Source: an optimization exercise on an open RTL-to-GDS flow (aim: small area and a short achievable clock period). Production flows keep margins and buffers that such runs may drop.
No functional check of the RTL was part of any run shown here.
Power is estimated from default activity; no workload was simulated.

`config.mk`:
```
export PLATFORM = sky130hd
export DESIGN_NAME = pipelined_regfile_4stage
export DESIGN_NICKNAME = pipelined_regfile_4stage
export VERILOG_FILES = /design/flow/design.v
export SDC_FILE = /design/flow/constraint.sdc
export NUM_CORES = 4
export LEC_CHECK = 0
export CAP_MARGIN = 20
export CORE_MARGIN = 2
export CORE_UTILIZATION = 40
export PLACE_DENSITY = 0.6
export SETUP_SLACK_MARGIN = 4
export SLEW_MARGIN = 20
```
`constraint.sdc`:
```
create_clock -name core_clock -period 9.0 [get_ports {clk}]
set_input_delay 1.8000 -clock core_clock [delete_from_list [all_inputs] [get_ports {clk}]]
set_output_delay 1.8000 -clock core_clock [all_outputs]
set_load 0.01 [all_outputs]
```
`design.v`:
```
`timescale 1ns / 10ps
module mul16_csa(input [15:0] a, input [15:0] b, output [15:0] s, output [15:0] c);
wire m1;
wire m2;
wire m3;
wire m4;
wire m5;
wire m6;
wire m7;
wire m8;
wire m9;
wire m10;
wire m11;
wire m12;
wire m13;
wire m14;
wire m15;
wire m16;
wire m17;
wire m18;
wire m19;
wire m20;
wire m21;
wire m22;
wire m23;
wire m24;
wire m25;
wire m26;
wire m27;
wire m28;
wire m29;
wire m30;
wire m31;
wire m32;
wire m33;
wire m34;
wire m35;
wire m36;
wire m37;
wire m38;
wire m39;
wire m40;
wire m41;
wire m42;
wire m43;
wire m44;
wire m45;
wire m46;
wire m47;
wire m48;
wire m49;
wire m50;
wire m51;
wire m52;
wire m53;
wire m54;
wire m55;
wire m56;
wire m57;
wire m58;
wire m59;
wire m60;
wire m61;
wire m62;
wire m63;
wire m64;
wire m65;
wire m66;
wire m67;
wire m68;
wire m69;
wire m70;
wire m71;
wire m72;
wire m73;
wire m74;
wire m75;
wire m76;
wire m77;
wire m78;
wire m79;
wire m80;
wire m81;
wire m82;
wire m83;
wire m84;
wire m85;
wire m86;
wire m87;
wire m88;
wire m89;
wire m90;
wire m91;
wire m92;
wire m93;
wire m94;
wire m95;
wire m96;
wire m97;
wire m98;
wire m99;
wire m100;
wire m101;
wire m102;
wire m103;
wire m104;
wire m105;
wire m106;
wire m107;
wire m108;
wire m109;
wire m110;
wire m111;
wire m112;
wire m113;
wire m114;
wire m115;
wire m116;
wire m117;
wire m118;
wire m119;
wire m120;
wire m121;
wire m122;
wire m123;
wire m124;
wire m125;
wire m126;
wire m127;
wire m128;
wire m129;
wire m130;
wire m131;
wire m132;
wire m133;
wire m134;
wire m135;
wire m136;
wire m137;
wire m138;
wire m139;
wire m140;
wire m141;
wire m142;
wire m143;
wire m144;
wire m145;
wire m146;
wire m147;
wire m148;
wire m149;
wire m150;
wire m151;
wire m152;
wire m153;
wire m154;
wire m155;
wire m156;
wire m157;
wire m158;
wire m159;
wire m160;
wire m161;
wire m162;
wire m163;
wire m164;
wire m165;
wire m166;
wire m167;
wire m168;
wire m169;
wire m170;
wire m171;
wire m172;
wire m173;
wire m174;
wire m175;
wire m176;
wire m177;
wire m178;
wire m179;
wire m180;
wire m181;
wire m182;
wire m183;
wire m184;
wire m185;
wire m186;
wire m187;
wire m188;
wire m189;
wire m190;
wire m191;
wire m192;
wire m193;
wire m194;
wire m195;
wire m196;
wire m197;
wire m198;
wire m199;
wire m200;
wire m201;
wire m202;
wire m203;
wire m204;
wire m205;
wire m206;
wire m207;
wire m208;
wire m209;
wire m210;
assign m1 = (a[13] & b[0]) ^ (a[12] & b[1]);
assign m2 = (a[13] & b[0]) & (a[12] & b[1]);
assign m3 = (a[14] & b[0]) ^ (a[13] & b[1]) ^ (a[12] & b[2]);
assign m4 = ((a[14] & b[0]) & (a[13] & b[1])) | ((a[12] & b[2]) & ((a[14] & b[0]) ^ (a[13] & b[1])));
assign m5 = (a[11] & b[3]) ^ (a[10] & b[4]);
assign m6 = (a[11] & b[3]) & (a[10] & b[4]);
assign m7 = (a[15] & b[0]) ^ (a[14] & b[1]) ^ (a[13] & b[2]);
assign m8 = ((a[15] & b[0]) & (a[14] & b[1])) | ((a[13] & b[2]) & ((a[15] & b[0]) ^ (a[14] & b[1])));
assign m9 = (a[12] & b[3]) ^ (a[11] & b[4]) ^ (a[10] & b[5]);
assign m10 = ((a[12] & b[3]) & (a[11] & b[4])) | ((a[10] & b[5]) & ((a[12] & b[3]) ^ (a[11] & b[4])));
assign m11 = (a[9] & b[6]) ^ (a[8] & b[7]);
assign m12 = (a[9] & b[6]) & (a[8] & b[7]);
assign m13 = (a[9] & b[0]) ^ (a[8] & b[1]);
assign m14 = (a[9] & b[0]) & (a[8] & b[1]);
assign m15 = (a[10] & b[0]) ^ (a[9] & b[1]) ^ (a[8] & b[2]);
assign m16 = ((a[10] & b[0]) & (a[9] & b[1])) | ((a[8] & b[2]) & ((a[10] & b[0]) ^ (a[9] & b[1])));
assign m17 = (a[7] & b[3]) ^ (a[6] & b[4]);
assign m18 = (a[7] & b[3]) & (a[6] & b[4]);
assign m19 = (a[11] & b[0]) ^ (a[10] & b[1]) ^ (a[9] & b[2]);
assign m20 = ((a[11] & b[0]) & (a[10] & b[1])) | ((a[9] & b[2]) & ((a[11] & b[0]) ^ (a[10] & b[1])));
assign m21 = (a[8] & b[3]) ^ (a[7] & b[4]) ^ (a[6] & b[5]);
assign m22 = ((a[8] & b[3]) & (a[7] & b[4])) | ((a[6] & b[5]) & ((a[8] & b[3]) ^ (a[7] & b[4])));
assign m23 = (a[5] & b[6]) ^ (a[4] & b[7]);
assign m24 = (a[5] & b[6]) & (a[4] & b[7]);
assign m25 = (a[12] & b[0]) ^ (a[11] & b[1]) ^ (a[10] & b[2]);
assign m26 = ((a[12] & b[0]) & (a[11] & b[1])) | ((a[10] & b[2]) & ((a[12] & b[0]) ^ (a[11] & b[1])));
assign m27 = (a[9] & b[3]) ^ (a[8] & b[4]) ^ (a[7] & b[5]);
assign m28 = ((a[9] & b[3]) & (a[8] & b[4])) | ((a[7] & b[5]) & ((a[9] & b[3]) ^ (a[8] & b[4])));
assign m29 = (a[6] & b[6]) ^ (a[5] & b[7]) ^ (a[4] & b[8]);
assign m30 = ((a[6] & b[6]) & (a[5] & b[7])) | ((a[4] & b[8]) & ((a[6] & b[6]) ^ (a[5] & b[7])));
assign m31 = (a[3] & b[9]) ^ (a[2] & b[10]);
assign m32 = (a[3] & b[9]) & (a[2] & b[10]);
assign m33 = (a[11] & b[2]) ^ (a[10] & b[3]) ^ (a[9] & b[4]);
assign m34 = ((a[11] & b[2]) & (a[10] & b[3])) | ((a[9] & b[4]) & ((a[11] & b[2]) ^ (a[10] & b[3])));
assign m35 = (a[8] & b[5]) ^ (a[7] & b[6]) ^ (a[6] & b[7]);
assign m36 = ((a[8] & b[5]) & (a[7] & b[6])) | ((a[6] & b[7]) & ((a[8] & b[5]) ^ (a[7] & b[6])));
assign m37 = (a[5] & b[8]) ^ (a[4] & b[9]) ^ (a[3] & b[10]);
assign m38 = ((a[5] & b[8]) & (a[4] & b[9])) | ((a[3] & b[10]) & ((a[5] & b[8]) ^ (a[4] & b[9])));
assign m39 = (a[2] & b[11]) ^ (a[1] & b[12]) ^ (a[0] & b[13]);
assign m40 = ((a[2] & b[11]) & (a[1] & b[12])) | ((a[0] & b[13]) & ((a[2] & b[11]) ^ (a[1] & b[12])));
assign m41 = (a[9] & b[5]) ^ (a[8] & b[6]) ^ (a[7] & b[7]);
assign m42 = ((a[9] & b[5]) & (a[8] & b[6])) | ((a[7] & b[7]) & ((a[9] & b[5]) ^ (a[8] & b[6])));
assign m43 = (a[6] & b[8]) ^ (a[5] & b[9]) ^ (a[4] & b[10]);
assign m44 = ((a[6] & b[8]) & (a[5] & b[9])) | ((a[4] & b[10]) & ((a[6] & b[8]) ^ (a[5] & b[9])));
assign m45 = (a[3] & b[11]) ^ (a[2] & b[12]) ^ (a[1] & b[13]);
assign m46 = ((a[3] & b[11]) & (a[2] & b[12])) | ((a[1] & b[13]) & ((a[3] & b[11]) ^ (a[2] & b[12])));
assign m47 = (a[0] & b[14]) ^ m3 ^ m5;
assign m48 = ((a[0] & b[14]) & m3) | (m5 & ((a[0] & b[14]) ^ m3));
assign m49 = (a[7] & b[8]) ^ (a[6] & b[9]) ^ (a[5] & b[10]);
assign m50 = ((a[7] & b[8]) & (a[6] & b[9])) | ((a[5] & b[10]) & ((a[7] & b[8]) ^ (a[6] & b[9])));
assign m51 = (a[4] & b[11]) ^ (a[3] & b[12]) ^ (a[2] & b[13]);
assign m52 = ((a[4] & b[11]) & (a[3] & b[12])) | ((a[2] & b[13]) & ((a[4] & b[11]) ^ (a[3] & b[12])));
assign m53 = (a[1] & b[14]) ^ (a[0] & b[15]) ^ m7;
assign m54 = ((a[1] & b[14]) & (a[0] & b[15])) | (m7 & ((a[1] & b[14]) ^ (a[0] & b[15])));
assign m55 = m9 ^ m11 ^ m4;
assign m56 = (m9 & m11) | (m4 & (m9 ^ m11));
assign m57 = (a[6] & b[0]) ^ (a[5] & b[1]);
assign m58 = (a[6] & b[0]) & (a[5] & b[1]);
assign m59 = (a[7] & b[0]) ^ (a[6] & b[1]) ^ (a[5] & b[2]);
assign m60 = ((a[7] & b[0]) & (a[6] & b[1])) | ((a[5] & b[2]) & ((a[7] & b[0]) ^ (a[6] & b[1])));
assign m61 = (a[4] & b[3]) ^ (a[3] & b[4]);
assign m62 = (a[4] & b[3]) & (a[3] & b[4]);
assign m63 = (a[8] & b[0]) ^ (a[7] & b[1]) ^ (a[6] & b[2]);
assign m64 = ((a[8] & b[0]) & (a[7] & b[1])) | ((a[6] & b[2]) & ((a[8] & b[0]) ^ (a[7] & b[1])));
assign m65 = (a[5] & b[3]) ^ (a[4] & b[4]) ^ (a[3] & b[5]);
assign m66 = ((a[5] & b[3]) & (a[4] & b[4])) | ((a[3] & b[5]) & ((a[5] & b[3]) ^ (a[4] & b[4])));
assign m67 = (a[2] & b[6]) ^ (a[1] & b[7]);
assign m68 = (a[2] & b[6]) & (a[1] & b[7]);
assign m69 = (a[7] & b[2]) ^ (a[6] & b[3]) ^ (a[5] & b[4]);
assign m70 = ((a[7] & b[2]) & (a[6] & b[3])) | ((a[5] & b[4]) & ((a[7] & b[2]) ^ (a[6] & b[3])));
assign m71 = (a[4] & b[5]) ^ (a[3] & b[6]) ^ (a[2] & b[7]);
assign m72 = ((a[4] & b[5]) & (a[3] & b[6])) | ((a[2] & b[7]) & ((a[4] & b[5]) ^ (a[3] & b[6])));
assign m73 = (a[1] & b[8]) ^ (a[0] & b[9]) ^ m13;
assign m74 = ((a[1] & b[8]) & (a[0] & b[9])) | (m13 & ((a[1] & b[8]) ^ (a[0] & b[9])));
assign m75 = (a[5] & b[5]) ^ (a[4] & b[6]) ^ (a[3] & b[7]);
assign m76 = ((a[5] & b[5]) & (a[4] & b[6])) | ((a[3] & b[7]) & ((a[5] & b[5]) ^ (a[4] & b[6])));
assign m77 = (a[2] & b[8]) ^ (a[1] & b[9]) ^ (a[0] & b[10]);
assign m78 = ((a[2] & b[8]) & (a[1] & b[9])) | ((a[0] & b[10]) & ((a[2] & b[8]) ^ (a[1] & b[9])));
assign m79 = m15 ^ m17 ^ m14;
assign m80 = (m15 & m17) | (m14 & (m15 ^ m17));
assign m81 = (a[3] & b[8]) ^ (a[2] & b[9]) ^ (a[1] & b[10]);
assign m82 = ((a[3] & b[8]) & (a[2] & b[9])) | ((a[1] & b[10]) & ((a[3] & b[8]) ^ (a[2] & b[9])));
assign m83 = (a[0] & b[11]) ^ m19 ^ m21;
assign m84 = ((a[0] & b[11]) & m19) | (m21 & ((a[0] & b[11]) ^ m19));
assign m85 = m23 ^ m16 ^ m18;
assign m86 = (m23 & m16) | (m18 & (m23 ^ m16));
assign m87 = (a[1] & b[11]) ^ (a[0] & b[12]) ^ m25;
assign m88 = ((a[1] & b[11]) & (a[0] & b[12])) | (m25 & ((a[1] & b[11]) ^ (a[0] & b[12])));
assign m89 = m27 ^ m29 ^ m31;
assign m90 = (m27 & m29) | (m31 & (m27 ^ m29));
assign m91 = m20 ^ m22 ^ m24;
assign m92 = (m20 & m22) | (m24 & (m20 ^ m22));
assign m93 = m1 ^ m33 ^ m35;
assign m94 = (m1 & m33) | (m35 & (m1 ^ m33));
assign m95 = m37 ^ m39 ^ m26;
assign m96 = (m37 & m39) | (m26 & (m37 ^ m39));
assign m97 = m28 ^ m30 ^ m32;
assign m98 = (m28 & m30) | (m32 & (m28 ^ m30));
assign m99 = m2 ^ m41 ^ m43;
assign m100 = (m2 & m41) | (m43 & (m2 ^ m41));
assign m101 = m45 ^ m47 ^ m34;
assign m102 = (m45 & m47) | (m34 & (m45 ^ m47));
assign m103 = m36 ^ m38 ^ m40;
assign m104 = (m36 & m38) | (m40 & (m36 ^ m38));
assign m105 = m6 ^ m49 ^ m51;
assign m106 = (m6 & m49) | (m51 & (m6 ^ m49));
assign m107 = m53 ^ m55 ^ m42;
assign m108 = (m53 & m55) | (m42 & (m53 ^ m55));
assign m109 = m44 ^ m46 ^ m48;
assign m110 = (m44 & m46) | (m48 & (m44 ^ m46));
assign m111 = (a[4] & b[0]) ^ (a[3] & b[1]);
assign m112 = (a[4] & b[0]) & (a[3] & b[1]);
assign m113 = (a[5] & b[0]) ^ (a[4] & b[1]) ^ (a[3] & b[2]);
assign m114 = ((a[5] & b[0]) & (a[4] & b[1])) | ((a[3] & b[2]) & ((a[5] & b[0]) ^ (a[4] & b[1])));
assign m115 = (a[2] & b[3]) ^ (a[1] & b[4]);
assign m116 = (a[2] & b[3]) & (a[1] & b[4]);
assign m117 = (a[4] & b[2]) ^ (a[3] & b[3]) ^ (a[2] & b[4]);
assign m118 = ((a[4] & b[2]) & (a[3] & b[3])) | ((a[2] & b[4]) & ((a[4] & b[2]) ^ (a[3] & b[3])));
assign m119 = (a[1] & b[5]) ^ (a[0] & b[6]) ^ m57;
assign m120 = ((a[1] & b[5]) & (a[0] & b[6])) | (m57 & ((a[1] & b[5]) ^ (a[0] & b[6])));
assign m121 = (a[2] & b[5]) ^ (a[1] & b[6]) ^ (a[0] & b[7]);
assign m122 = ((a[2] & b[5]) & (a[1] & b[6])) | ((a[0] & b[7]) & ((a[2] & b[5]) ^ (a[1] & b[6])));
assign m123 = m59 ^ m61 ^ m58;
assign m124 = (m59 & m61) | (m58 & (m59 ^ m61));
assign m125 = (a[0] & b[8]) ^ m63 ^ m65;
assign m126 = ((a[0] & b[8]) & m63) | (m65 & ((a[0] & b[8]) ^ m63));
assign m127 = m67 ^ m60 ^ m62;
assign m128 = (m67 & m60) | (m62 & (m67 ^ m60));
assign m129 = m69 ^ m71 ^ m73;
assign m130 = (m69 & m71) | (m73 & (m69 ^ m71));
assign m131 = m64 ^ m66 ^ m68;
assign m132 = (m64 & m66) | (m68 & (m64 ^ m66));
assign m133 = m75 ^ m77 ^ m79;
assign m134 = (m75 & m77) | (m79 & (m75 ^ m77));
assign m135 = m70 ^ m72 ^ m74;
assign m136 = (m70 & m72) | (m74 & (m70 ^ m72));
assign m137 = m81 ^ m83 ^ m85;
assign m138 = (m81 & m83) | (m85 & (m81 ^ m83));
assign m139 = m76 ^ m78 ^ m80;
assign m140 = (m76 & m78) | (m80 & (m76 ^ m78));
assign m141 = m87 ^ m89 ^ m91;
assign m142 = (m87 & m89) | (m91 & (m87 ^ m89));
assign m143 = m82 ^ m84 ^ m86;
assign m144 = (m82 & m84) | (m86 & (m82 ^ m84));
assign m145 = m93 ^ m95 ^ m97;
assign m146 = (m93 & m95) | (m97 & (m93 ^ m95));
assign m147 = m88 ^ m90 ^ m92;
assign m148 = (m88 & m90) | (m92 & (m88 ^ m90));
assign m149 = m99 ^ m101 ^ m103;
assign m150 = (m99 & m101) | (m103 & (m99 ^ m101));
assign m151 = m94 ^ m96 ^ m98;
assign m152 = (m94 & m96) | (m98 & (m94 ^ m96));
assign m153 = m105 ^ m107 ^ m109;
assign m154 = (m105 & m107) | (m109 & (m105 ^ m107));
assign m155 = m100 ^ m102 ^ m104;
assign m156 = (m100 & m102) | (m104 & (m100 ^ m102));
assign m157 = (a[3] & b[0]) ^ (a[2] & b[1]);
assign m158 = (a[3] & b[0]) & (a[2] & b[1]);
assign m159 = (a[2] & b[2]) ^ (a[1] & b[3]) ^ (a[0] & b[4]);
assign m160 = ((a[2] & b[2]) & (a[1] & b[3])) | ((a[0] & b[4]) & ((a[2] & b[2]) ^ (a[1] & b[3])));
assign m161 = (a[0] & b[5]) ^ m113 ^ m115;
assign m162 = ((a[0] & b[5]) & m113) | (m115 & ((a[0] & b[5]) ^ m113));
assign m163 = m117 ^ m119 ^ m114;
assign m164 = (m117 & m119) | (m114 & (m117 ^ m119));
assign m165 = m121 ^ m123 ^ m118;
assign m166 = (m121 & m123) | (m118 & (m121 ^ m123));
assign m167 = m125 ^ m127 ^ m122;
assign m168 = (m125 & m127) | (m122 & (m125 ^ m127));
assign m169 = m129 ^ m131 ^ m126;
assign m170 = (m129 & m131) | (m126 & (m129 ^ m131));
assign m171 = m133 ^ m135 ^ m130;
assign m172 = (m133 & m135) | (m130 & (m133 ^ m135));
assign m173 = m137 ^ m139 ^ m134;
assign m174 = (m137 & m139) | (m134 & (m137 ^ m139));
assign m175 = m141 ^ m143 ^ m138;
assign m176 = (m141 & m143) | (m138 & (m141 ^ m143));
assign m177 = m145 ^ m147 ^ m142;
assign m178 = (m145 & m147) | (m142 & (m145 ^ m147));
assign m179 = m149 ^ m151 ^ m146;
assign m180 = (m149 & m151) | (m146 & (m149 ^ m151));
assign m181 = m153 ^ m155 ^ m150;
assign m182 = (m153 & m155) | (m150 & (m153 ^ m155));
assign m183 = (a[2] & b[0]) ^ (a[1] & b[1]);
assign m184 = (a[2] & b[0]) & (a[1] & b[1]);
assign m185 = (a[1] & b[2]) ^ (a[0] & b[3]) ^ m157;
assign m186 = ((a[1] & b[2]) & (a[0] & b[3])) | (m157 & ((a[1] & b[2]) ^ (a[0] & b[3])));
assign m187 = m111 ^ m159 ^ m158;
assign m188 = (m111 & m159) | (m158 & (m111 ^ m159));
assign m189 = m112 ^ m161 ^ m160;
assign m190 = (m112 & m161) | (m160 & (m112 ^ m161));
assign m191 = m116 ^ m163 ^ m162;
assign m192 = (m116 & m163) | (m162 & (m116 ^ m163));
assign m193 = m120 ^ m165 ^ m164;
assign m194 = (m120 & m165) | (m164 & (m120 ^ m165));
assign m195 = m124 ^ m167 ^ m166;
assign m196 = (m124 & m167) | (m166 & (m124 ^ m167));
assign m197 = m128 ^ m169 ^ m168;
assign m198 = (m128 & m169) | (m168 & (m128 ^ m169));
assign m199 = m132 ^ m171 ^ m170;
assign m200 = (m132 & m171) | (m170 & (m132 ^ m171));
assign m201 = m136 ^ m173 ^ m172;
assign m202 = (m136 & m173) | (m172 & (m136 ^ m173));
assign m203 = m140 ^ m175 ^ m174;
assign m204 = (m140 & m175) | (m174 & (m140 ^ m175));
assign m205 = m144 ^ m177 ^ m176;
assign m206 = (m144 & m177) | (m176 & (m144 ^ m177));
assign m207 = m148 ^ m179 ^ m178;
assign m208 = (m148 & m179) | (m178 & (m148 ^ m179));
assign m209 = m152 ^ m181 ^ m180;
assign m210 = (m152 & m181) | (m180 & (m152 ^ m181));
assign s[0] = (a[0] & b[0]);
assign c[0] = 1'b0;
assign s[1] = (a[1] & b[0]);
assign c[1] = (a[0] & b[1]);
assign s[2] = (a[0] & b[2]);
assign c[2] = m183;
assign s[3] = m185;
assign c[3] = m184;
assign s[4] = m187;
assign c[4] = m186;
assign s[5] = m189;
assign c[5] = m188;
assign s[6] = m191;
assign c[6] = m190;
assign s[7] = m193;
assign c[7] = m192;
assign s[8] = m195;
assign c[8] = m194;
assign s[9] = m197;
assign c[9] = m196;
assign s[10] = m199;
assign c[10] = m198;
assign s[11] = m201;
assign c[11] = m200;
assign s[12] = m203;
assign c[12] = m202;
assign s[13] = m205;
assign c[13] = m204;
assign s[14] = m207;
assign c[14] = m206;
assign s[15] = m209;
assign c[15] = m208;
endmodule
`timescale 1ns / 1ps
module pipelined_regfile_4stage(clk, rst, imem_addr, imem_rdata, dmem_addr, dmem_wdata, dmem_we, dmem_rdata, wb_en, wb_addr, wb_data);
input clk;
input rst;
output [15:0] imem_addr;
input [15:0] imem_rdata;
output [15:0] dmem_addr;
output [15:0] dmem_wdata;
output dmem_we;
input [15:0] dmem_rdata;
output wb_en;
output [3:0] wb_addr;
output [15:0] wb_data;
reg [15:0] pc_q;           
reg        jr_q;           
reg [3:0]  op_q;           
reg [15:0] a_q, b_q, npc_q;
reg [3:0]  imm_q, rd_q;
reg        we_q, ld_q, wen2_q, cin_q;    
reg [3:0]  waddr2_q;
reg [15:0] x_q, y_q;
reg        wen3_q;         
reg [3:0]  waddr3_q;
reg [15:0] wdata3_q;
wire [15:0] inst = imem_rdata;
wire [3:0]  op = inst[15:12];
wire [3:0]  rs = inst[7:4];
wire [3:0]  r2 = (op == 4'h9 || op == 4'hA) ? inst[11:8] : inst[3:0];
wire [15:0] wsel = wen3_q ? (16'd1 << waddr3_q) : 16'd0;
wire [15:0] rs_oh = 16'd1 << rs;
wire [15:0] r2_oh = 16'd1 << r2;
wire [15:0] regq [0:15];
reg [15:0] rd1, rd2;
integer k;
always @(*) begin
	rd1 = (|(rs_oh & wsel)) ? wdata3_q : 16'd0;
	rd2 = (|(r2_oh & wsel)) ? wdata3_q : 16'd0;
	for (k = 0; k < 16; k = k + 1) begin
		rd1 = rd1 | ({16{rs_oh[k] & ~wsel[k]}} & regq[k]);
		rd2 = rd2 | ({16{r2_oh[k] & ~wsel[k]}} & regq[k]);
	end
end
wire [15:0] cur = jr_q ? a_q : pc_q;    
wire [15:0] cur1 = cur + 16'd1;
wire [15:0] simm = {{12{imm_q[3]}}, imm_q};
wire        eq = (a_q == b_q);
wire        taken = (op_q == 4'hA) && eq;
wire [15:0] target = npc_q + simm;
wire [15:0] pc_next = (op == 4'hB) ? {cur[15:12], inst[11:0]} :
                      taken ? target : cur1;
wire [15:0] ms, mc;
mul16_csa MUL0(.a(a_q), .b(b_q), .s(ms), .c(mc));
wire [15:0] shl = imm_q[3] ? 16'd0 : (a_q << imm_q[2:0]);
wire [15:0] shr = imm_q[3] ? 16'd0 : (a_q >> imm_q[2:0]);
wire [15:0] addr = a_q + simm;
reg [15:0] x_d, y_d;
always @(*) begin
	y_d = 16'd0;
	case (op_q)
		4'h0: begin x_d = a_q; y_d = b_q; end
		4'h1: begin x_d = a_q; y_d = ~b_q; end
		4'h2: x_d = a_q & b_q;
		4'h3: x_d = a_q ^ b_q;
		4'h4: x_d = shl;
		4'h5: x_d = shr;
		4'h6: x_d = {15'd0, a_q <= b_q};
		4'h7: begin x_d = ms; y_d = mc; end
		4'h8: x_d = addr;
		4'h9: begin x_d = addr; y_d = b_q; end
		4'hD: x_d = npc_q;
		default: x_d = 16'd0;
	endcase
end
wire wen_e = !(op_q == 4'h9 || op_q == 4'hA || op_q == 4'hB || op_q == 4'hC);
wire [15:0] sum = x_q + y_q + {15'd0, cin_q};
wire [15:0] wdata_d = ld_q ? dmem_rdata : sum;
assign imem_addr = cur;
assign dmem_addr = x_q;
assign dmem_wdata = y_q;
assign dmem_we = we_q;
assign wb_en = wen3_q;
assign wb_addr = waddr3_q;
assign wb_data = wdata3_q;
always @(posedge clk) begin
	if (rst) begin
		pc_q <= 16'd0;
		jr_q <= 1'b0;
		op_q <= 4'hB;
		we_q <= 1'b0;
		ld_q <= 1'b0;
		wen2_q <= 1'b0;
		wen3_q <= 1'b0;
	end else begin
		pc_q <= pc_next;
		jr_q <= (op == 4'hC || op == 4'hD);
		op_q <= op;
		we_q <= (op_q == 4'h9);
		ld_q <= (op_q == 4'h8);
		wen2_q <= wen_e;
		wen3_q <= wen2_q;
	end
	a_q <= rd1;
	b_q <= rd2;
	npc_q <= cur1;
	imm_q <= inst[3:0];
	rd_q <= inst[11:8];
	x_q <= x_d;
	y_q <= y_d;
	cin_q <= (op_q == 4'h1);
	waddr2_q <= (op_q == 4'hD) ? 4'hF : rd_q;
	waddr3_q <= waddr2_q;
	wdata3_q <= wdata_d;
end
wire [15:0] nrst = {16{~rst}};
wire [15:0] wd_0  = wdata3_q & nrst;
wire [15:0] wd_6  = (wdata3_q & nrst) | {13'd0, rst, rst, 1'b0};
wire [15:0] wd_66 = (wdata3_q & nrst) | {9'd0, rst, 4'd0, rst, 1'b0};
wire [15:0] wd_3  = (wdata3_q & nrst) | {14'd0, rst, rst};
genvar g;
generate
	for (g = 0; g < 16; g = g + 1) begin : RF
		reg [15:0] r;
		wire [15:0] d = (g == 0) ? wd_6 : (g == 1 || g == 8) ? wd_66 : (g == 3) ? wd_3 : wd_0;
		always @(posedge clk)
			if (rst | wsel[g])
				r <= d;
		assign regq[g] = r;
	end
endgenerate
endmodule
```
`run.sh`:
```
#!/bin/bash
# synth_recipe.tcl (not shown) runs the flow's synth.tcl, then flattens the netlist and writes it again
# the make line also repeats each setting of config.mk as NAME=value (left out here)
make -C /OpenROAD-flow-scripts/flow DESIGN_CONFIG=/design/flow/config.mk WORK_HOME=/design/flow/orfs CLKGATE_MAP_FILE= SYNTH_SCRIPT=/design/flow/synth_recipe.tcl finish
```
==> metrics.md, run 1 <==
| Metric | Value |
|---|---|
| Flop2flop setup slack | 4100 ps |
| Largest net degree at the start of global routing | 43 |
| GRT Total Usage | 30.2% |
| Worst Hold Class | flop to flop |
| Clock sink count | 394 |
| Fin crit share | 54.5% |
| Most frequent CP cell | fa_1 |
| Pwr per Cell Area | 271 nW/um^2 |
| Clock Pin Slew Worst Setup and Hold Paths | 60 ps |
| Clock root cell | clkbuf_16 |
| Clk latency of the worst-skew pair | 600 ps |
| Worst Tran Pin Value | 1260 ps |
| Hold Crit Depth | 0 |
| Met2 WL | 41700 um |
| Met1 wire length | 34400 um |
| First-pass GRT wire length | 135000 um |
| Seq/Total Area, Yosys | 44.2% |
| DP HPWL | 60800 um |
| Boundary pin count | 104 |
| Outcome | no timing/DRC/antenna violations |
| Mapped Area | 23700 um^2 |
| Yosys warning total | 1 |
| Slowest-stage cell, CP | fa_1 |
| Yosys top cell by area | edfxtp_1 |
| Cell area after layout | 27200 um^2 |
| DRC errors left | 0 |
| Antenna-violating nets left | 0 |
| Slew headroom | 16.2% |
| CTS H-tree lvls | 2 |
| DRT iter0 DRCs | 2699 |
| RSZ-0062 raised after global routing | false |
| Routed len/inst | 29.7 um |
| EDFF count, synth | 256 |
| CTS tree | done |
| Routed wire length | 93100 um |
| Uppermost layer routed | met5 |
| Drt pass-1 iters | 9 |
| Final setup violation count | 0 |
| Final Power | 7.38 mW |
| Max Fclk | 0.204 GHz |
| GRT overflow | 0 |
| Setup TNS Final | 0 ps |
| Ranking of synthesized cells by area | edfxtp_1 32%, dfxtp_1 12%, fa_1 6.9% |
| Reg2reg end | x_q[14]$_DFF_P_ |
| Layout cell share with drive strength beyond 1 | 9.42% |
| Worst path cell trace | buf_4 -> inv_1 -> nor2_1 -> ha_1 -> inv_1 -> fa_1 -> fa_1 -> fa_1 -> fa_1 -> fa_1 -> o21ai_0 -> nor3_1 -> o21ai_0 |
| Worst R2R Path Depth | 13 |
| FP Rows | 89 |
| Final Non-Filler Cells | 3131 |
| Setup Fix Bufs, Post-CTS | 0 |
| Worst setup SP type | flop |
| Die ar. | 61100 um^2 |
| Metal3 WL | 10200 um |
| Fin util | 46.2% |
| Cts hold-fix bufs | 0 |
| Asr flop ratio synth | 0% |
| Worst-path fanout max | 10 |
| Most common cell in the netlist | edfxtp_1 |
| Post-synth net total | 2451 |
| DP Area | 25700 um^2 |
| Post-synth cell types | 92 |
| Leakage power | 10.2 nW |
| Hold path start | waddr2_q[3]$_SDFF_PN1_ |
| Synth top area share | 32.5% |
| Port buffer count | 103 |
| Die H | 247 um |
| Critical path type | flop to flop |
| Die Wd | 247 um |
| Starting Density | 40.2% |
| Slew Limit Fails | 0 |
| Synth cell count leaders | 256 x edfxtp_1, 200 x nand2_1, 138 x dfxtp_1, 125 x inv_1, 120 x nor2_1 |
| Num CTS Buffers | 45 |
| Final net count | 2527 |
| Inst Count DP | 3045 |
| Max capacitance violation total | 0 |
| Worst Path Arrival | 5310 ps |
| Post-Syn Instances | 2244 |
| Worst reg2reg path startpoint | a_q[10]$_DFF_P_ |
| Initial antenna violation count | 3 |
| Vias | 20476 |
| Area grow syn2layout | 14.9% |
| Setup crit end kind | flop |
| Top FF cell, synth | edfxtp_1 |
| #FFs+latches synth | 394 |
| PostCTS Resize Cnt | 0 |
| Core Area | 58800 um^2 |
| Worst vdd ir | 0.000160 V |
| Min-Delay Endpoint | waddr3_q[3]$_DFF_P_ |
| Syn_area_per_cell | 10.5 um^2 |
| CP required | 9410 ps |
| Clock Path Buffers | 3 |
| Minimum clock period | 4900 ps |
| Final setup skew | 24.2 ps |
| Routability Congestion | 0.949 |
| Largest stage delay on the critical path | 600 ps |
| Vias in the first global route | 20348 |
| Hold Fails Final Rpt | 0 |
| Vias per inst | 6.54 |
[worst max path at each step]
stage | from | to | slack (ps) | depth (start not counted)
finish | a_q[10]$_DFF_P_ | x_q[14]$_DFF_P_ | 4100 | 13
floorplan | b_q[0]$_DFF_P_ | x_q[14]$_DFF_P_ | 4870 | 12
CTS | a_q[10]$_DFF_P_ | x_q[14]$_DFF_P_ | 4160 | 13
detailed placement | imem_rdata[12] | b_q[7]$_DFF_P_ | 3810 | 8
global route | a_q[10]$_DFF_P_ | x_q[14]$_DFF_P_ | 4020 | 13
global placement | imem_rdata[12] | b_q[8]$_DFF_P_ | 3930 | 8
[registers in the layout, indices dropped and copies added, names as in the netlist, 4 cells and up]
name      cells
RF.r        256
a_q          16
b_q          16
imm_q         4
npc_q        16
op_q          4
pc_q         16
rd_q          4
waddr2_q      4
waddr3_q      4
wdata3_q     16
x_q          16
y_q          16
[worst max-delay path, delay by kind of cell (launching register included)]
| family | cells | cell delay [ps] |
|---|---|---|
| DFF | 1 | 310 |
| buffers and inverters | 3 | 600 |
| AOI/OAI and AO/OA | 2 | 370 |
| adders and majority gates | 6 | 2780 |
| and+or+nand+nor | 2 | 640 |
[layout by cell type (no fill, tap or decap), types with 16 or more instances in the layout]
cell type / netlist / layout
a21oi_1: 78 / 76
a221oi_1: 115 / 115
a22o_1: 86 / 86
a22oi_1: 58 / 58
and2_1: 74 / 74
and3_1: 20 / 20
and4_1: 24 / 24
buf_4: 1 / 62
clkbuf_16: 0 / 45
clkdlybuf4s50_1: 0 / 102
dfxtp_1: 138 / 138
edfxtp_1: 256 / 256
fa_1: 82 / 82
ha_1: 91 / 91
inv_1: 125 / 125
mux2i_1: 38 / 38
nand2_1: 200 / 199
nand2b_1: 16 / 16
nand3_1: 48 / 48
nor2_1: 120 / 120
nor2b_1: 21 / 21
nor3_1: 39 / 35
o2111ai_1: 16 / 16
o211ai_1: 22 / 22
o21ai_0: 104 / 98
xnor2_1: 58 / 58
xor2_1: 18 / 18
[kinds of logic (layout without fill, tap and decap cells)]
group                    after synthesis  after routing  synth area share [%]
adder cells (fa/ha/maj)              173            173                  11.8
other                                  0              1                     0
AND/OR/NAND/NOR                      640            640                  13.8
buffers and inverters                268            381                  4.85
XOR/XNOR                              77             77                  2.88
multiplexers                          52             52                  2.38
flip-flops                           394            394                  44.2
AO/OA/AOI/OAI                        640            640                  20.2
[metal layers]
metal	up-vias	track usage (%)
li1	8601	-
met1	9924	36.8
met2	1495	47.6
met3	454	7.46
met4	2	19.8
met5	-	0
[area by class of cell]
class,count,area (um^2)
flip-flops and latches,394,10500
clock inverters,26,312
inverters,128,482
fillers,5383,31600
repair buffers,169,1540
multi-input cells,1582,12200
diodes,1,2.50
clock buffers,58,1190
well taps,773,967
[power by group]
group	total, mW	switching [mW]	internal [mW]
combinational	2.92	1.76	1.16
sequential	2.58	0.287	2.29
clock	1.88	0.790	1.09
total	7.38	2.84	4.54
[stage by stage]
stage | setup slack [ps] | hold WS, ps
2_1_floorplan | 4870 | 310
3_3_place_gp | 3930 | 358
3_5_place_dp | 3810 | 327
4_1_cts | 4160 | 353
5_1_grt | 4020 | 356
6_report | 4100 | 353
==> inputs of run 2 (changes only) <==
--- a/config.mk
+++ b/config.mk
@@ -9,5 +9,5 @@
 export CORE_MARGIN = 2
 export CORE_UTILIZATION = 40
 export PLACE_DENSITY = 0.6
-export SETUP_SLACK_MARGIN = 4
+export SETUP_SLACK_MARGIN = 5
 export SLEW_MARGIN = 20
==> run 2 against run 1 <==
Still clean. Sequential power increased by 2%. Non-clock buffer count increased by 35. Critical path depth unchanged. Synthesized cell count unchanged. Clock-buffer cell count decreased by 6. Total power increased by 3.2%. Routed wire length increased by 0.34%. Combinational power increased by 4%. Clock power increased by 4%. Setup slack improved by 660 ps. First-iteration DRC count increased by 4.4%. Largest power group unchanged. Highest routed layer unchanged.
==> metrics.md, run 2 <==
| Metric | Value |
|---|---|
| Setup crit end kind | flop |
| EDFF count, synth | 256 (unchanged) |
| Area grow syn2layout | 18.2% |
| Port buffer count | 103 (unchanged) |
| Most frequent cells in the layout | 256 x edfxtp_1, 198 x nand2_1, 122 x dfxtp_1 |
| Die H | 247 um (unchanged) |
| Layout cell share with drive strength beyond 1 | 14.0% (+4.5 points) |
| Routed len/inst | 29.5 um (-0.80%) |
| Clock Path Buffers | 3 (unchanged) |
| Inst Count DP | 3037 (-0.26%) |
| Top FF cell, synth | edfxtp_1 |
| Yosys warning total | 1 (unchanged) |
| Antenna-violating nets left | 0 (unchanged) |
| Worst R2R Path Depth | 13 (unchanged) |
| Max capacitance violation total | 0 (unchanged) |
| Num CTS Buffers | 46 (+2.2%) |
| Ranking of synthesized cells by area | edfxtp_1 32%, dfxtp_1 12%, fa_1 6.9% |
| RSZ-0062 raised after global routing | true |
| Most common cell in the netlist | edfxtp_1 |
| DP HPWL | 61100 um (+0.43%) |
| Cts hold-fix bufs | 0 (unchanged) |
| Slew Limit Fails | 0 (unchanged) |
| Clock Pin Slew Worst Setup and Hold Paths | 60 ps (about the same) |
| Critical path type | flop to flop |
| Clock root cell | clkbuf_16 |
| Die ar. | 61100 um^2 (unchanged) |
| Final net count | 2563 (+1.4%) |
| Final setup violation count | 0 (unchanged) |
| Final Non-Filler Cells | 3167 (+1.1%) |
| Initial antenna violation count | 3 (unchanged) |
| #FFs+latches synth | 394 (unchanged) |
| Final setup skew | 30.3 ps (+6.15 ps) |
| Syn_area_per_cell | 10.5 um^2 (unchanged) |
| Worst setup margin | 4750 ps (+656 ps) |
| Number of flip-flops in the largest register | 256 (unchanged) |
| Multi-input logic area | 12500 um^2 (+2.1%) |
| Final-layout fill cell count | 5319 (-1.2%) |
| Worst-path fanout max | 7 (-3) |
| Outcome | no timing/DRC/antenna violations |
| Core Area | 58800 um^2 (unchanged) |
| Commonest non-fill, non-tap cell in the layout | edfxtp_1 |
| Clk latency of the worst-skew pair | 620 ps (+20 ps) |
| Vias | 20628 (+0.74%) |
| Vias per inst | 6.51 (-0.40%) |
| Asr flop ratio synth | 0% (unchanged) |
| Hold Fails Final Rpt | 0 (unchanged) |
| Dpl ws | 3860 ps (+50.3 ps) |
| Clock sink count | 394 (unchanged) |
| Worst Path Arrival | 4720 ps (-590 ps) |
| Leakage power | 10.5 nW (+3.2%) |
| Yosys top cell by area | edfxtp_1 |
| Starting Density | 40.2% (unchanged) |
| Die Wd | 247 um (unchanged) |
| Post-Syn Instances | 2244 (unchanged) |
| Post-synth cell types | 92 (unchanged) |
| GRT overflow | 0 (unchanged) |
| Pwr per Cell Area | 272 nW/um^2 (+0.30%) |
| Mapped Area | 23700 um^2 (unchanged) |
| Seq/Total Area, Yosys | 44.2% (unchanged) |
| Minimum clock period | 4250 ps (-656 ps) |
| Post-synth net total | 2451 (unchanged) |
| FP Rows | 89 (unchanged) |
| Worst vdd ir | 0.000180 V (+13%) |
| Slew headroom | 24.1% (+7.9 points) |
| Hold Crit Depth | 0 (unchanged) |
| Final Power | 7.62 mW (+3.2%) |
| CP required | 9470 ps (+60 ps) |
| GRT Total Usage | 30.3% (+0.079 points) |
| Worst setup SP type | flop |
| Routed wire length | 93400 um (+0.34%) |
| Largest net degree at the start of global routing | 43 (unchanged) |
| CTS tree | done |
| Worst Tran Pin Value | 1140 ps (-121 ps) |
| Max Fclk | 0.235 GHz (+15%) |
| Top reg by flops | RF.r |
| DRC errors left | 0 (unchanged) |
| CTS H-tree lvls | 2 (unchanged) |
| Synth cell count leaders | 256 x edfxtp_1, 200 x nand2_1, 138 x dfxtp_1, 125 x inv_1, 120 x nor2_1 |
| Vias in the first global route | 20470 (+0.60%) |
| Boundary pin count | 104 (unchanged) |
| Setup TNS Final | 0 ps (unchanged) |
| First-pass GRT wire length | 136000 um (+0.68%) |
| Routability Congestion | 1.00 (+5.4%) |
| Fin crit share | 47.2% (-7.3 points) |
| Worst Hold Class | flop to flop |
| Register Area | 10500 um^2 (+0.34%) |
| Synth top area share | 32.5% (unchanged) |
| Drt pass-1 iters | 9 (unchanged) |
| DRT iter0 DRCs | 2817 (+4.4%) |
==> run 2: cell counts after synthesis <==
Identical to the previous run, type by type.
==> run 2: final timing paths <==
path	start	to	slack, ps
worst max register to register	a_q[10]$_DFF_P_	x_q[13]$_DFF_P_	4750
worst min-delay path	waddr2_q[1]$_SDFF_PN1_	waddr3_q[1]$_DFF_P_	350
worst max-delay path	a_q[10]$_DFF_P_	x_q[13]$_DFF_P_	4750
worst min register to register	waddr2_q[1]$_SDFF_PN1_	waddr3_q[1]$_DFF_P_	350
==> run 2: worst max-delay path, stage by stage, from the launching register on <==
cell and delay (ps):
dfxtp_2 330, buf_8 140, clkinvlp_4 180, nor2_4 260, fa_1 460, inv_1 80, fa_1 430, fa_1 510
fa_1 510, inv_1 70, fa_1 490, a22oi_2 240, o311ai_1 130, a211o_1 290
==> run 2: per-layer routing <==
layer / vias to the layer above / wire, um / GRT usage [%]
li1: 8696 / - / -
met1: 9980 / 34900 / 36.9
met2: 1497 / 42400 / 48.9
met3: 451 / 9380 / 6.86
met4: 4 / 6730 / 18.5
met5: - / 24 / 0
==> run 2: repair_timing <==
item | CTS | global route
endpoints found under the setup margin | 39 | 46
cloned | 0 | 1
resized for setup | 79 | 58
pin swaps | 17 | 41
buffers inserted | 21 | 20
==> run 2: area by class of cell <==
type / instances / area share (%)
antenna: 1 / 0.00895
inverter: 128 / 1.80
sequential: 394 / 37.5
clock inverter: 33 / 1.35
clock buffer: 52 / 4.27
tap: 773 / 3.46
multi-input combinational: 1582 / 44.6
timing repair buffer: 204 / 7.00
==> run 2: cells by family after synthesis <==
logic type	synth area share [%]
adders and majority gates	11.8
muxes	2.38
xor gates and xnor gates	2.88
DFF	44.2
AOI/OAI and AO/OA	20.2
buffers and inverters	4.85
and+or+nand+nor	13.8
==> run 2: power breakdown <==
group / switching (mW) / leakage [nW] / internal [mW]
Clock: 0.820 / 0.763 / 1.14
Combinational: 1.75 / 5.98 / 1.28
Sequential: 0.326 / 3.77 / 2.30
Total: 2.89 / 10.5 / 4.72
==> run 2: through the flow <==
step                hold slack, ps  cell area, um^2  util, %
global route                   350            28000     47.6
global placement               311            25600     43.5
detailed placement             314            25600     43.5
finish                         346            28000     47.6
CTS                            347            27600     46.9
floorplan                      310            23700        -
==> inputs of run 3 (changes only) <==
--- a/config.mk
+++ b/config.mk
@@ -7,7 +7,9 @@
 export LEC_CHECK = 0
 export CAP_MARGIN = 20
 export CORE_MARGIN = 2
-export CORE_UTILIZATION = 40
-export PLACE_DENSITY = 0.6
+export CORE_UTILIZATION = 55
+export CTS_BUF_LIST = sky130_fd_sc_hd__clkbuf_4
+export CTS_CLUSTER_SIZE = 20
+export PLACE_DENSITY = 0.7
 export SETUP_SLACK_MARGIN = 5
 export SLEW_MARGIN = 20
==> run 3 against run 2 <==
Clock skew increased by 61 ps. Critical endpoint is now x_q[15]$_DFF_P_. Clock power down 17%. Routed wire length down 1.4%. Utilization is 18 points higher. Setup slack worse by 25 ps. Non-clock buffer count up 18. Register-to-register slack worse by 20 ps. Area after synthesis unchanged. First-iteration DRC count rose by 8.7%. Fmax shrank 0.58%.
==> metrics.md, run 3 <==
| Metric | Value |
|---|---|
| Num CTS Buffers | 100 (+120%) |
| Starting Density | 56.0% (+16 points) |
| Final-layout fill cell count | 3346 (-37%) |
| Antenna-violating nets left | 0 (unchanged) |
| Yosys top cell by area | edfxtp_1 |
| Cell area after layout | 27900 um^2 (-0.34%) |
| Leakage power | 10.8 nW (+2.4%) |
| Worst path cell trace | buf_8 -> and2_4 -> fa_1 -> inv_1 -> fa_1 -> fa_1 -> fa_1 -> fa_2 -> xnor2_2 -> xnor2_1 -> xnor2_1 -> xnor2_1 -> xnor2_2 -> o211ai_1 |
| Clock sink count | 394 (unchanged) |
| Final setup skew | 90.9 ps (+60.6 ps) |
| Most common cell in the netlist | edfxtp_1 |
| Setup crit end kind | flop |
| Top reg by flops | RF.r |
| DRC errors left | 0 (unchanged) |
| Worst Hold Class | flop to flop |
| Crit path max-delay family | adder cells |
| Vias in the first global route | 21118 (+3.2%) |
| DP HPWL | 58300 um (-4.6%) |
| Hold Fails Final Rpt | 0 (unchanged) |
| Die H | 211 um (-14%) |
| Routed len/inst | 30.1 um (+2.1%) |
| Slew Limit Fails | 0 (unchanged) |
| Register Area | 10500 um^2 (+0.26%) |
| Clock Pin Slew Worst Setup and Hold Paths | 60 ps (about the same) |
| Die Wd | 211 um (-14%) |
| Worst Tran Pin Value | 1140 ps (+2.28 ps) |
| Final net count | 2635 (+2.8%) |
| Layout cell share with drive strength beyond 1 | 18.4% (+4.5 points) |
| EDFF count, synth | 256 (unchanged) |
| Seq/Total Area, Yosys | 44.2% (unchanged) |
| RSZ-0062 raised after global routing | true |
| First-pass GRT wire length | 133000 um (-1.8%) |
| Fin crit share | 47.5% (+0.28 points) |
| Hold slack final | 331 ps (-15.0 ps) |
| Pwr per Cell Area | 265 nW/um^2 (-2.6%) |
| Port buffer count | 103 (unchanged) |
| Syn_area_per_cell | 10.5 um^2 (unchanged) |
| Dpl ws | 3850 ps (-2.41 ps) |
| Post-synth cell types | 92 (unchanged) |
| Die ar. | 44700 um^2 (-27%) |
| Final setup violation count | 0 (unchanged) |
| Setup TNS Final | 0 ps (unchanged) |
| CP required | 9800 ps (+330 ps) |
| Initial antenna violation count | 3 (unchanged) |
| Boundary pin count | 104 (unchanged) |
| GRT overflow | 0 (unchanged) |
| Buf/Inv on CP | 2 (-2) |
| Largest net degree at the start of global routing | 43 (unchanged) |
| CTS tree | done |
| Clock root cell | clkbuf_4 |
| Synth cell count leaders | 256 x edfxtp_1, 200 x nand2_1, 138 x dfxtp_1, 125 x inv_1, 120 x nor2_1 |
| Worst setup SP type | flop |
| Vias | 21285 (+3.2%) |
| Post-synth net total | 2451 (unchanged) |
| Number of flip-flops in the largest register | 256 (unchanged) |
| DP Area | 25300 um^2 (-0.94%) |
| Routed wire length | 92100 um (-1.4%) |
| Critical path type | flop to flop |
| Ranking of synthesized cells by area | edfxtp_1 32%, dfxtp_1 12%, fa_1 6.9% |
| #FFs+latches synth | 394 (unchanged) |
| Max capacitance violation total | 0 (unchanged) |
| Drt pass-1 iters | 9 (unchanged) |
| Yosys warning total | 1 (unchanged) |
| Clock Path Buffers | 3 (unchanged) |
| Worst vdd ir | 0.000226 V (+25%) |
| Synth top area share | 32.5% (unchanged) |
| Largest stage delay on the critical path | 540 ps (+30 ps) |
| Core Area | 42200 um^2 (-28%) |
| Slowest-stage cell, CP | fa_1 |
| Area grow syn2layout | 17.8% |
| Vias per inst | 6.96 (+6.9%) |
| Worst-path fanout max | 3 (-4) |
| Post-Syn Instances | 2244 (unchanged) |
| Worst setup margin | 4730 ps (-24.8 ps) |
| Worst Path Arrival | 5070 ps (+350 ps) |
| Routability Congestion | 0.985 (-1.4%) |
| GRT Total Usage | 41.0% (+11 points) |
| Clk latency of the worst-skew pair | 960 ps (+340 ps) |
| Most frequent CP cell | fa_1 |
| CTS H-tree lvls | 3 (+1) |
| FP Rows | 75 (-16%) |
| Commonest non-fill, non-tap cell in the layout | edfxtp_1 |
| Slew headroom | 23.9% (-0.15 points) |
| Multi-input logic area | 12500 um^2 (+0.51%) |
| Asr flop ratio synth | 0% (unchanged) |
| Top FF cell, synth | edfxtp_1 |
| Most frequent cells in the layout | 256 x edfxtp_1, 199 x nand2_1, 155 x clkbuf_4 |
| Max Fclk | 0.234 GHz (-0.58%) |
| Minimum clock period | 4270 ps (+24.8 ps) |
| Mapped Area | 23700 um^2 (unchanged) |
| DRT iter0 DRCs | 3063 (+8.7%) |
| Outcome | no timing/DRC/antenna violations |
| Fin util | 66.0% (+18 points) |
[run 3: final timing paths]
check | startpoint | endpoint | slack (ps) | cells after the start
max | a_q[13]$_DFF_P_ | x_q[15]$_DFF_P_ | 4730 | 14
min | waddr2_q[1]$_SDFF_PN1_ | waddr3_q[1]$_DFF_P_ | 330 | 0
max reg2reg | a_q[13]$_DFF_P_ | x_q[15]$_DFF_P_ | 4730 | 14
min reg2reg | waddr2_q[1]$_SDFF_PN1_ | waddr3_q[1]$_DFF_P_ | 330 | 0
[run 3: power breakdown]
part / internal, mW / switching, mW
clock: 0.845 / 0.774
sequential: 2.30 / 0.328
combinational: 1.36 / 1.78
total: 4.51 / 2.88
[run 3: logic make-up (layout without fill, tap and decap cells)]
logic type               Yosys count  count (layout)  synth area share [%]
other                              0               7                     0
adder cells (fa/ha/maj)          173             173                  11.8
flip-flops                       394             394                  44.2
XOR/XNOR                          77              77                  2.88
buffers and inverters            268             535                  4.85
multiplexers                      52              52                  2.38
AND/OR/NAND/NOR                  640             640                  13.8
AO/OA/AOI/OAI                    640             640                  20.2
[run 3: routing by layer]
metal	share of wire [%]	up-vias	GRT usage, %
met4	8.2	2	28.9
met3	12	538	11.5
met1	35	10126	49.8
met2	44	1701	63.2
li1	-	8918	-
met5	0.0098	-	0
[run 3: repair_timing]
item | 4_1_cts | 5_1_grt
hold buffers | 0 | 0
pin swaps | 25 | 28
buffers inserted | 38 | 14
setup endpoints to repair | 46 | 22
cloned | 4 | 2
gates resized for setup | 133 | 52
[run 3: cell type report]
class | count | area share [%]
tap | 539 | 2.42
multi-input combinational | 1582 | 45.0
clock buffer | 155 | 4.17
sequential | 394 | 37.7
clock inverter | 30 | 0.678
timing repair buffer | 222 | 8.17
antenna | 7 | 0.0628
inverter | 128 | 1.77
[run 3: through the flow]
stage               total power, mW  std cells
floorplan                      4.26       2244
global placement               5.27       2802
detailed placement             5.33       2806
CTS                            7.14       3033
global route                   7.74       3055
finish                         7.39       3057

==> static timing again, ports no longer ideal <==
The flow's constraints put no driver on any port. The routed layouts listed below were extracted and timed again, unchanged, in two steps.
Step 1: set_driving_cell puts a clkbuf_16 on clk and a buf_2 on each other input, an assumption about the parent block.
Step 2 also shifts input and output timing later by t, the mid clock arrival at the registers, as if the neighbouring blocks saw the same clock.
a / b / c = no drivers / after step 1 / after step 2; a / b = the first two.
run	t (ns)	setup slack, ns	worst slew at a driven data input, ns
run 1	0.649	4.097 / 4.097 / 3.594	0.04
run 2	0.664	4.753 / 4.753 / 4.383	0.04
run 3	0.970	4.728 / 4.728 / 4.130	0.05
After both steps setup and hold are still met in every run listed. The setup slack of run 3, which loses most, moves by 0.000 ns with the drivers and by -0.598 ns with both steps.
